Context: an optimization exercise on an open-source flow, tuned for small area and a short achievable clock period. The choices shown serve that exercise and are no tape-out recipe.
RTL that was checked went through simulation tests only; none was proved equivalent to the original.
The clock port is modelled as an ideal driver; clocking choices that lean on that would not hold on a real chip.

amber:
Design booth_mul_top, start of the top module:
module booth_mul_top(clk, A, B, m, ov);
	input clk;
	input [15:0] A, B;
	output reg [30:0] m;
	output reg ov;
	reg [15:0] a_q, b_q;
	wire [30:0] m_w;
	wire ov_w;
	BoothMUL mul(.A(a_q), .B(b_q), .m(m_w), .ov(ov_w));
	always @(posedge clk) begin
		a_q <= A;
		b_q <= B;
		m <= m_w;
		ov <= ov_w;
	end
endmodule
Size: roughly 64 flip-flops, roughly 0.0078 mm² of cells after synthesis.
clock: 12.2 ns
lec_check: 0
abc_area: 1
cap_margin: 20
core_margin: 2
core_utilization: 50
hold_slack_margin: 0.05
slew_margin: 60
synth_hierarchical: 1
synth_minimum_keep_size: 0
standard.sh (not shown) runs the stock make flow with config.mk's settings and CLKGATE_MAP_FILE= SYNTH_SCRIPT=/design/flow/synth_recipe.tcl, a recipe that flattens the netlist after the stock synthesis.
==> flow/flow/run.sh <==
#!/bin/bash
# The standard layout (standard.sh, unchanged synthesis) with two changes:
# - the port buffers use sky130_fd_sc_hd__buf_1 (every port still gets one);
# - after clock tree synthesis, flow/skew.tcl delays the clock of the output
#   registers m and ov whose data paths are long, by a short chain of clock
#   delay cells (useful skew for the register-to-register path through the
#   multiplier); flow/skew_cells.txt sets the chains.
export BUFFER_PORTS_ARGS="-buffer_cell sky130_fd_sc_hd__buf_1"
export POST_CTS_TCL="$PWD/flow/skew.tcl"
export SKEW_FILE="$PWD/flow/skew_cells.txt"
bash standard.sh > standard.log 2>&1
==> flow/flow/skew.tcl <==
set f [open $::env(SKEW_FILE)]
set lines [split [string trim [read $f]] "\n"]
close $f
set max_slack [lindex $lines 0]
set tiers [lrange $lines 1 end]
set_propagated_clock [all_clocks]
estimate_parasitics -placement
set groups [dict create]
foreach c [all_registers -cells] {
  set name [get_full_name $c]
  if {![regexp {^(m\[[0-9]+\]|ov)\$} $name]} { continue }
  set d [get_pins $name/D]
  set smax [get_property $d slack_max]
  set smin [get_property $d slack_min]
  set tier -1
  if {$smax < $max_slack} {
    for {set t 0} {$t < [llength $tiers]} {incr t} {
      if {$smin > [lindex [lindex $tiers $t] 0]} { set tier $t; break }
    }
  }
  puts "skew: $name setup slack $smax hold slack $smin tier $tier"
  if {$tier < 0} { continue }
  set net [get_full_name [get_nets -of_objects [get_pins $name/CLK]]]
  dict lappend groups "$net $tier" "$name/CLK"
}
set k 0
dict for {key pins} $groups {
  lassign $key netname tier
  puts "skew: net $netname tier $tier drives [llength $pins] output registers"
  set cur $netname
  foreach cell [split [lindex [lindex $tiers $tier] 1] ","] {
    insert_buffer -buffer_cell $cell -net [get_nets $cur] -load_pins [get_pins $pins] -buffer_name "skew_buf_$k"
    incr k
    set cur [get_full_name [get_nets -of_objects [get_pins [lindex $pins 0]]]]
  }
}
detailed_placement
check_placement -verbose
estimate_parasitics -placement
report_clock_skew
report_checks -path_delay max -digits 3
report_checks -path_delay min -digits 3
==> flow/flow/skew_cells.txt <==
8.3
0.9 sky130_fd_sc_hd__clkdlybuf4s50_1,sky130_fd_sc_hd__clkdlybuf4s25_1,sky130_fd_sc_hd__clkbuf_4
Here is what was changed in the inputs of ember compared with amber.
- swapping 60 for 70 in SLEW_MARGIN
- putting CTS_BUF_LIST at sky130_fd_sc_hd__clkbuf_8 where nothing was set
## What came out
- Of amber and ember, the lower multi-input combinational area share belongs to amber.
- Summary — final area, ember relative to amber: lower, by 130 µm².
- Type of the setup path with the least slack: register to register -> amber, register to primary output -> ember
- Sort amber and ember by post-route minimum period desc -> top: amber
- Looking at source of the critical timing path, the m[29] result is from ember; the b_q[0] one comes from amber.
#### Input delta (juniper over ember)
- a change of SLEW_MARGIN from 70 to 80
## What came out
Against ember, juniper comes in 0.060 ns lower on clock skew. The final clock period utilization by the worst path in juniper sits 0.53 points below the value recorded for ember. Per the final summary, juniper finished and its layout is clean on timing, DRC and antenna. Re count of TritonRoute iterations in the first routing pass: no difference whatsoever between juniper and ember. [compare] base=ember new=juniper: sequential share of layout area decreased 0.32 points, slack of the critical path increased 0.065 ns. [compare] base=ember new=juniper: maximum frequency higher, final standard cell count with taps included and fillers excluded ~0 delta. Diff ember -> juniper: first-pass GRT wire length was more or less identical, area of the multi-input gates went up by about 1.8%.
Relative to juniper, the following input files were edited for tundra:
- a deleted CTS_BUF_LIST that had been sky130_fd_sc_hd__clkbuf_8
Results
- tundra: full flow OK, the timing, DRC and antenna checks passed
- Compared with juniper, in tundra worst setup slack now sits higher, post-detailed-route count of antenna-violating nets now sits at about the same level, wire length after detailed routing now sits at about the same level.
- Max freq juniper -> tundra: improved
- On tundra: relative max-transition margin is 0.34 points lower than what juniper gave.
- Compared with juniper, tundra shows a share of the final layout cell area in multi-input gates that is 0.82 points lower.

---

## willow
Starting RTL as in the previous note.
Settings: LEC_CHECK=0, ABC_AREA=1, CAP_MARGIN=20, CORE_MARGIN=2, CORE_UTILIZATION=50, HOLD_SLACK_MARGIN=0.05, SLEW_MARGIN=80, SYNTH_HIERARCHICAL=1, SYNTH_MINIMUM_KEEP_SIZE=0; clock period 12.2 ns.
==> flow/flow/run.sh <==
#!/bin/bash
# The standard layout (standard.sh, unchanged synthesis) with two changes:
# - the port buffers use sky130_fd_sc_hd__buf_1 (every port still gets one);
# - after clock tree synthesis, flow/skew.tcl delays the clock of the output
#   registers m and ov whose data paths are long, by a short chain of clock
#   delay cells (useful skew for the register-to-register path through the
#   multiplier). flow/skew_cells.txt: line 1 the chain's cells, line 2 the
#   setup slack (ns) below which a register is delayed, line 3 the hold slack
#   (ns) a register must have to be delayed.
export BUFFER_PORTS_ARGS="-buffer_cell sky130_fd_sc_hd__buf_1"
export POST_CTS_TCL="$PWD/flow/skew.tcl"
export SKEW_CELLS="$(sed -n 1p flow/skew_cells.txt)"
export SKEW_MAX_SLACK="$(sed -n 2p flow/skew_cells.txt)"
export SKEW_MIN_HOLD="$(sed -n 3p flow/skew_cells.txt)"
bash standard.sh > standard.log 2>&1
==> flow/flow/skew.tcl <==
# POST_CTS_TCL hook: delay the clock of the output registers (m, ov) so that
# the long register-to-register path through the multiplier (a_q/b_q -> m)
# gets more time. The output ports, which m and ov drive, lose the same time
# (they have plenty). Every cell added is a clock buffer or delay cell on the
# clock net; the registers themselves are untouched.
set cells [split $::env(SKEW_CELLS) ","]
set_propagated_clock [all_clocks]
estimate_parasitics -placement
# Only the output registers whose data path is long (setup slack below
# SKEW_MAX_SLACK) are delayed, and only when their shortest path leaves room
# (hold slack above SKEW_MIN_HOLD).
set groups [dict create]
foreach c [all_registers -cells] {
  set name [get_full_name $c]
  if {[regexp {^(m\[[0-9]+\]|ov)\$} $name]} {
    set d [get_pins $name/D]
    set smax [get_property $d slack_max]
    set smin [get_property $d slack_min]
    puts "skew: $name setup slack $smax hold slack $smin"
    if {$smax >= $::env(SKEW_MAX_SLACK) || $smin <= $::env(SKEW_MIN_HOLD)} { continue }
    set pin [get_pins -of_objects $c -filter "direction==input"]
    foreach p $pin {
      if {[get_property $p lib_pin_name] eq "CLK"} {
        set net [get_full_name [get_nets -of_objects $p]]
        dict lappend groups $net [get_full_name $p]
      }
    }
  }
}
set k 0
dict for {netname pins} $groups {
  puts "skew: net $netname drives [llength $pins] output registers"
  set cur $netname
  foreach cell $cells {
    insert_buffer -buffer_cell $cell -net [get_nets $cur] -load_pins [get_pins $pins] -buffer_name "skew_buf_$k"
    incr k
    set cur [get_full_name [get_nets -of_objects [get_pins [lindex $pins 0]]]]
  }
}
detailed_placement
check_placement -verbose
estimate_parasitics -placement
report_clock_skew
report_checks -path_delay max -digits 3
report_checks -path_delay min -digits 3
==> flow/flow/skew_cells.txt <==
sky130_fd_sc_hd__clkdlybuf4s50_1,sky130_fd_sc_hd__clkbuf_4
8.3
0.8
Changes in harbor relative to willow:
Settings: changing HOLD_SLACK_MARGIN from 0.05 to 0.1.
==> flow/flow/run.sh <==
#!/bin/bash
# The standard layout (standard.sh, unchanged synthesis) with two changes:
# - the port buffers use sky130_fd_sc_hd__buf_1 (every port still gets one);
# - after clock tree synthesis, flow/skew.tcl delays the clock of the output
#   registers m and ov by a short chain of clock delay cells (useful skew for
#   the register-to-register path through the multiplier).
export BUFFER_PORTS_ARGS="-buffer_cell sky130_fd_sc_hd__buf_1"
export POST_CTS_TCL="$PWD/flow/skew.tcl"
export SKEW_CELLS="$(cat flow/skew_cells.txt)"
bash standard.sh > standard.log 2>&1
--- a/flow/flow/skew.tcl
+++ b/flow/flow/skew.tcl
@@ -6,17 +6,8 @@
 set cells [split $::env(SKEW_CELLS) ","]
 set_propagated_clock [all_clocks]
-estimate_parasitics -placement
-# Only the output registers whose data path is long (setup slack below
-# SKEW_MAX_SLACK) are delayed, and only when their shortest path leaves room
-# (hold slack above SKEW_MIN_HOLD).
 set groups [dict create]
 foreach c [all_registers -cells] {
   set name [get_full_name $c]
   if {[regexp {^(m\[[0-9]+\]|ov)\$} $name]} {
-    set d [get_pins $name/D]
-    set smax [get_property $d slack_max]
-    set smin [get_property $d slack_min]
-    puts "skew: $name setup slack $smax hold slack $smin"
-    if {$smax >= $::env(SKEW_MAX_SLACK) || $smin <= $::env(SKEW_MIN_HOLD)} { continue }
     set pin [get_pins -of_objects $c -filter "direction==input"]
     foreach p $pin {
==> flow/flow/skew_cells.txt <==
sky130_fd_sc_hd__clkdlybuf4s50_1,sky130_fd_sc_hd__clkdlybuf4s25_1,sky130_fd_sc_hd__clkbuf_4
## What came out
- harbor: no failed stages, no open violations at the end
- willow → harbor: number of diodes shows no meaningful change, sequential fraction of total cell area shows a reduction of 0.34 points, synthesis-to-layout area growth shows an increase of 2.6 points.
#### Input delta (onyx over harbor)
Settings: changing HOLD_SLACK_MARGIN from 0.1 to 0.05; changing SLEW_MARGIN from 80 to 70.
==> flow/flow/run.sh <==
#!/bin/bash
# The standard layout (standard.sh, unchanged synthesis) with two changes:
# - the port buffers use sky130_fd_sc_hd__buf_1 (every port still gets one);
# - after clock tree synthesis, flow/skew.tcl delays the clock of the output
#   registers m and ov whose data paths are long, by a short chain of clock
#   delay cells (useful skew for the register-to-register path through the
#   multiplier); flow/skew_cells.txt sets the chains.
export BUFFER_PORTS_ARGS="-buffer_cell sky130_fd_sc_hd__buf_1"
export POST_CTS_TCL="$PWD/flow/skew.tcl"
export SKEW_FILE="$PWD/flow/skew_cells.txt"
bash standard.sh > standard.log 2>&1
==> flow/flow/skew.tcl <==
set f [open $::env(SKEW_FILE)]
set lines [split [string trim [read $f]] "\n"]
close $f
set max_slack [lindex $lines 0]
set tiers [lrange $lines 1 end]
set_propagated_clock [all_clocks]
estimate_parasitics -placement
set groups [dict create]
foreach c [all_registers -cells] {
  set name [get_full_name $c]
  if {![regexp {^(m\[[0-9]+\]|ov)\$} $name]} { continue }
  set d [get_pins $name/D]
  set smax [get_property $d slack_max]
  set smin [get_property $d slack_min]
  set tier -1
  if {$smax < $max_slack} {
    for {set t 0} {$t < [llength $tiers]} {incr t} {
      if {$smin > [lindex [lindex $tiers $t] 0]} { set tier $t; break }
    }
  }
  puts "skew: $name setup slack $smax hold slack $smin tier $tier"
  if {$tier < 0} { continue }
  set net [get_full_name [get_nets -of_objects [get_pins $name/CLK]]]
  dict lappend groups "$net $tier" "$name/CLK"
}
set k 0
dict for {key pins} $groups {
  lassign $key netname tier
  puts "skew: net $netname tier $tier drives [llength $pins] output registers"
  set cur $netname
  foreach cell [split [lindex [lindex $tiers $tier] 1] ","] {
    insert_buffer -buffer_cell $cell -net [get_nets $cur] -load_pins [get_pins $pins] -buffer_name "skew_buf_$k"
    incr k
    set cur [get_full_name [get_nets -of_objects [get_pins [lindex $pins 0]]]]
  }
}
detailed_placement
check_placement -verbose
estimate_parasitics -placement
report_clock_skew
report_checks -path_delay max -digits 3
report_checks -path_delay min -digits 3
==> flow/flow/skew_cells.txt <==
8.3
0.9 sky130_fd_sc_hd__clkdlybuf4s50_1,sky130_fd_sc_hd__clkdlybuf4s25_1,sky130_fd_sc_hd__clkbuf_4
--- outcome ---
onyx ended with every stage complete and zero timing, DRC or antenna violations. Looking at share of cell area taken by flip-flops and latches, onyx sits 0.59 points higher than harbor does. Taking harbor as the reference, in onyx routed wire length lower; utilization down 2.3 points; time the final worst path needs with I/O delays and setup -0.39 ns. onyx: share of post-route cells with drive strength above 1 1.2 points below harbor. Die area essentially unchanged between harbor and onyx. Of harbor and onyx, onyx shows the lower critical path depth, with harbor above it. Of harbor and onyx, the run reporting the lower transition time of the tightest slew-check pin was harbor.

---

Another version of the RTL of booth_mul_top (not shown whole).
For scale: roughly 880 cells after synthesis, roughly 64 flip-flops, ~65 I/O pins.
export LEC_CHECK = 0
export ABC_AREA = 1
export CAP_MARGIN = 20
export CORE_MARGIN = 2
export CORE_UTILIZATION = 65
export PLACE_DENSITY = 0.75
export SLEW_MARGIN = 80
export SYNTH_HIERARCHICAL = 1
export SYNTH_MINIMUM_KEEP_SIZE = 0
create_clock -name core_clock -period 12.2 [get_ports {clk}]
run.sh (not shown) runs the stock make flow with config.mk's settings and CLKGATE_MAP_FILE= SYNTH_SCRIPT=/design/flow/synth_recipe.tcl, a recipe that flattens the netlist after the stock synthesis.
Stock flow here: none of the scripts above is used.
The starting point ran to the end with no violations.
Change:
- CORE_UTILIZATION: 65 -> 40
- PLACE_DENSITY: 0.75 -> not set
- SLEW_MARGIN: 80 -> 20
Outcome: Utilization drops by 31 points. Count of clock-buffer cells in the layout drops by 2. Register-to-register slack got worse by 0.61 ns. Routed wire length drops by 3.5%. Worst setup slack got worse by 0.61 ns. Global-route usage drops by 12 points. Via count drops by 5.3%. Area after synthesis does not change. Hold slack improved by 0.16 ns. Non-clock buffer count drops by 4.
Change:
- CORE_UTILIZATION: 40 -> 50
- SLEW_MARGIN: 20 -> 80
=> Design area grows by 2.9%; clock skew hardly moves; global-route usage grows by 5.9 points; routed wire length grows by 6.2%; area after synthesis stays the same; final cell count shrinks by 3.6%; clock-buffer cell count grows by 1; via count grows by 2.8%; die area shrinks by 19%.
No run of this note included a check of the RTL's function; only the layout flow was run.

---

== build 71 ==
booth_mul_top again, from the RTL that the note above started with.
==> flow/config.mk <==
export PLATFORM = sky130hd
export DESIGN_NAME = booth_mul_top
export DESIGN_NICKNAME = booth_mul_top
export VERILOG_FILES = /design/flow/design.v
export SDC_FILE = /design/flow/constraint.sdc
export NUM_CORES = 4
export LEC_CHECK = 0
export ABC_AREA = 1
export CAP_MARGIN = 20
export CORE_MARGIN = 2
export CORE_UTILIZATION = 40
export SLEW_MARGIN = 90
export SYNTH_HIERARCHICAL = 1
export SYNTH_MINIMUM_KEEP_SIZE = 0
==> flow/constraint.sdc <==
create_clock -name core_clock -period 12.2 [get_ports {clk}]
set_input_delay 2.4400 -clock core_clock [delete_from_list [all_inputs] [get_ports {clk}]]
set_output_delay 2.4400 -clock core_clock [all_outputs]
set_load 0.01 [all_outputs]
Status: build 71 FAILED at global routing (5_1_grt) (tool error)
Setup changes, build 71 to build 1
- changing SLEW_MARGIN from 90 to 80
==> comparison <==
Per the final summary, build 1 finished and its layout is clean on timing, DRC and antenna.
Delta (build 1 minus build 71): proportion of synthesized chip area in sequential cells barely changed, synthesized instance count barely changed, placed wire-length estimate dropped 57%, cell area after placement dropped 40%, worst-case setup slack after placement climbed 1.06 ns.
In build 1 relative to build 71, number of placed instances, taps included had gone down by more than 10%.
Re compound-cell area share of the yosys netlist: no difference whatsoever between build 1 and build 71.
Input-level comparison between build 98 and build 1:
- swapping 80 for 95 in SLEW_MARGIN
### Flow results
Between build 1 and build 98, the difference in width of the die is negligible. Netlist area before placement: build 1 vs build 98 identical. In terms of boundary pin count, build 98 and build 1 differ only marginally. Compared build 98 against build 1; number of enable-type register cells in the synthesized netlist within noise. Build 98 did not finish; the tool stopped in detailed placement (3_5_place_dp) with error DPL-0038. Build 98 -> build 1: starting density of the core delta 0, exact match. Diff build 1..build 98 | row count | unchanged. Re number of nets in the synthesized netlist: no difference whatsoever between build 98 and build 1. From build 1 to build 98, sequential fraction of the synthesis area did not move at all. Number of distinct library cell variants in the gate-level netlist after synthesis of build 98 is on par with build 1. Comparing build 1 against build 98, there is no change at all in cell count after synthesis.
No run of this note included a check of the RTL's function; only the layout flow was run.

==> static timing again, ports no longer ideal <==
How much do the figures lean on ideal ports? The routed layouts below were timed once more, with nothing changed but the port constraints.
Step 1 (the two cells are an assumption about what drives the block):
set clk [get_ports {clk}]
set_driving_cell -lib_cell sky130_fd_sc_hd__clkbuf_16 $clk
set_driving_cell -lib_cell sky130_fd_sc_hd__buf_2 [delete_from_list [all_inputs] $clk]
Step 2, shift: input delay + t, output delay - t, t = (earliest + latest rising clock arrival at the registers) / 2. This alone moves slack from input paths to output paths.
a / b / c = no drivers / after step 1 / after step 2; a / b = the first two.
| run | shift t [ns] | setup WS [ns] | latest minus earliest clock arrival (ns) | worst register clock-pin slew, ns | worst slew at a driven data input, ns | pins driven straight from the clock port |
|---|---|---|---|---|---|---|
| amber | 0.827 | 7.877 / 7.877 / 7.877 | 0.896 / 0.896 | 0.09 / 0.09 | 0.04 | 1 |
| ember | 0.880 | 7.968 / 7.929 / 8.020 | 0.958 / 0.957 | 0.09 / 0.09 | 0.03 | 1 |
| juniper | 0.844 | 8.033 / 7.995 / 8.124 | 0.898 / 0.898 | 0.10 / 0.10 | 0.04 | 1 |
| tundra | 0.817 | 8.061 / 8.021 / 8.141 | 0.885 / 0.884 | 0.10 / 0.10 | 0.04 | 1 |
| willow | 0.692 | 7.911 / 7.911 / 7.911 | 0.635 / 0.634 | 0.10 / 0.10 | 0.04 | 1 |
| harbor | 0.818 | 7.643 / 7.643 / 7.643 | 0.886 / 0.885 | 0.10 / 0.10 | 0.04 | 1 |
| onyx | 0.817 | 8.036 / 8.033 / 8.036 | 0.874 / 0.874 | 0.09 / 0.09 | 0.03 | 1 |
| the first run of note 3 | 0.386 | 7.104 / 7.104 / 7.104 | 0.008 / 0.008 | 0.06 / 0.06 | 0.04 | 1 |
| the second run of note 3 | 0.394 | 6.489 / 6.489 / 6.489 | 0.014 / 0.013 | 0.07 / 0.07 | 0.05 | 1 |
| the third run of note 3 | 0.392 | 7.340 / 7.340 / 7.340 | 0.012 / 0.012 | 0.07 / 0.07 | 0.06 | 1 |
| build 1 | 0.396 | 7.096 / 7.096 / 7.096 | 0.016 / 0.016 | 0.07 / 0.07 | 0.05 | 1 |
In 7 of these runs the clock reaches the registers at very different times; t lies between them, and the last value is a rough guide only.
